This is an optimization exercise on Yosys and OpenROAD, whose aim is small area and a short achievable clock period, not a production implementation.
In this exercise RTL edits were held to simulation tests only and were not proved equivalent to the original.

==> sierra: inputs <==
// PE_array
module PE_array #(
    parameter DATA_WIDTH    = 16 ,
    parameter SYSTOLIC_SIZE = 4
) (
    input                                       clk          ,
    input                                       rst_n        ,
    input                                       reset_pe     ,
    input                                       write_out_en ,
    input  [SYSTOLIC_SIZE * DATA_WIDTH - 1 : 0] wgt_in       ,
    input  [SYSTOLIC_SIZE * DATA_WIDTH - 1 : 0] ifm_in       ,
    output [SYSTOLIC_SIZE * DATA_WIDTH - 1 : 0] ofm_out
);
    wire [15:0] dn  [0:3][0:3] ;
    wire [15:0] rt  [0:3][0:3] ;
    wire [15:0] mo  [0:3][0:3] ;
    PE pe_0_0 (
        .clk (clk), .rst_n (rst_n), .reset_pe (reset_pe), .write_out_en (write_out_en),
        .top_in (wgt_in[15:0]), .left_in (ifm_in[15:0]), .mac_in (mo[0][1]),
        .bottom_out (dn[0][0]), .right_out (rt[0][0]), .mac_out (mo[0][0])
    );
    PE pe_0_1 (
        .clk (clk), .rst_n (rst_n), .reset_pe (reset_pe), .write_out_en (write_out_en),
        .top_in (wgt_in[31:16]), .left_in (rt[0][0]), .mac_in (mo[0][2]),
        .bottom_out (dn[0][1]), .right_out (rt[0][1]), .mac_out (mo[0][1])
    );
    PE pe_0_2 (
        .clk (clk), .rst_n (rst_n), .reset_pe (reset_pe), .write_out_en (write_out_en),
        .top_in (wgt_in[47:32]), .left_in (rt[0][1]), .mac_in (mo[0][3]),
  ...
==> flow/config.mk <==
export PLATFORM = sky130hd
export DESIGN_NAME = PE_array
export DESIGN_NICKNAME = PE_array
export VERILOG_FILES = /design/flow/design.v
export SDC_FILE = /design/flow/constraint.sdc
export NUM_CORES = 4
export LEC_CHECK = 0
export CAP_MARGIN = 20
export CORE_MARGIN = 2
export CORE_UTILIZATION = 40
export PLACE_DENSITY = 0.6
export SETUP_SLACK_MARGIN = 1.0
export SLEW_MARGIN = 20
export SYNTH_HIERARCHICAL = 1
export SYNTH_MINIMUM_KEEP_SIZE = 0
==> flow/constraint.sdc <==
create_clock -name core_clock -period 6.5 [get_ports {clk}]
set_input_delay 1.3000 -clock core_clock [delete_from_list [all_inputs] [get_ports {clk}]]
set_output_delay 1.3000 -clock core_clock [all_outputs]
set_load 0.01 [all_outputs]
run.sh (not shown) runs the stock make flow with config.mk's settings and CLKGATE_MAP_FILE= SYNTH_SCRIPT=/design/flow/synth_recipe.tcl, a recipe that flattens the netlist after the stock synthesis.
==> inputs of zinc, as changes to sierra <==
--- a/flow/config.mk
+++ b/flow/config.mk
@@ -10,5 +10,5 @@
 export CORE_UTILIZATION = 40
 export PLACE_DENSITY = 0.6
-export SETUP_SLACK_MARGIN = 1.0
+export SETUP_SLACK_MARGIN = 2.0
 export SLEW_MARGIN = 20
 export SYNTH_HIERARCHICAL = 1
==> inputs of nickel, as changes to sierra <==
--- a/flow/config.mk
+++ b/flow/config.mk
@@ -10,5 +10,4 @@
 export CORE_UTILIZATION = 40
 export PLACE_DENSITY = 0.6
-export SETUP_SLACK_MARGIN = 1.0
 export SLEW_MARGIN = 20
 export SYNTH_HIERARCHICAL = 1
==> notes.md <==
Result of the run: nickel no timing/DRC/antenna violations; sierra no timing/DRC/antenna violations; zinc no timing/DRC/antenna violations
Buffers & Inverters on Critical Path: nickel 1; sierra 1; zinc 2
NumNets Final: nickel 9006; sierra 9007; zinc 9282
Wire length of the first global-routing pass: nickel 356600 µm; sierra 359300 µm; zinc 364900 µm
Area growth syn-to-layout: nickel 11.43%; sierra 12.15%; zinc 19.17%
Met2 wire length: nickel 111400 µm; sierra 114800 µm; zinc 116700 µm
Beginning of the critical path: nickel ifm_in[0]; sierra ifm_in[44]; zinc ifm_in[4]
Cell Count Post-Placement: nickel 9624; sierra 9606; zinc 9556
Fraction of standard cell area in multi-input logic: nickel 0.6488; sierra 0.6465; zinc 0.6432
CTS buffer count: nickel 100; sierra 101; zinc 101
Logic depth of the worst register-to-register path: nickel 16; sierra 16; zinc 17
Routed len/inst: nickel 23.06 µm; sierra 23.29 µm; zinc 23.24 µm
Source of the worst register-to-register timing path: nickel pe_2_0.right_out[0]; sierra pe_3_2.right_out[0]; zinc pe_0_1.bottom_out[1]
N_diodes: nickel 3; sierra 8; zinc 5
Area of all sequential standard cells: nickel 0.02242 mm²; sierra 0.02246 mm²; zinc 0.02273 mm²
Signal buf overhead: nickel 0.03532; sierra 0.03728; zinc 0.05790
Detailed-placement wirelength estimate: nickel 171000 µm; sierra 172800 µm; zinc 170000 µm
Worst clock skew on the final layout: nickel 0.03433 ns; sierra 0.04504 ns; zinc 0.03245 ns
Count of placed standard cells in the final layout, fillers left out: nickel 9812; sierra 9819; zinc 10.09k
Worst path depth: nickel 17; sierra 15; zinc 16
FF-to-FF End: nickel pe_2_1.acc[14]; sierra pe_3_3.acc[14]; zinc pe_1_1.acc[14]

-- static timing again, ports no longer ideal --
The results above use ideal ports. As a check the final layouts listed here were re-extracted and re-timed, cells and wires unchanged.
Step 1 assumes that a clkbuf_16 drives the clock port and a buf_2 every other input.
Step 2 times the ports against the registers' clock, not the clock port: input delays grow and output delays shrink by t, the midpoint of the rising clock arrivals with the driver on.
Slacks: ideal ports / drivers / drivers and shift; pairs: ideal ports / drivers.
run | t, ns | setup slack, ns | worst setup path at the end | clock arrival spread, ns
sierra | 0.832 | 1.080 / 1.141 / 0.309 | input to register | 0.048 / 0.047
zinc | 0.821 | 1.606 / 1.664 / 0.843 | input to register | 0.037 / 0.036
nickel | 0.808 | 0.786 / 0.840 / 0.032 | input to register | 0.048 / 0.048
After both steps every run listed still meets setup and hold. The setup slack of sierra, which loses most, moves by +0.061 ns with the drivers and by -0.771 ns with both steps.
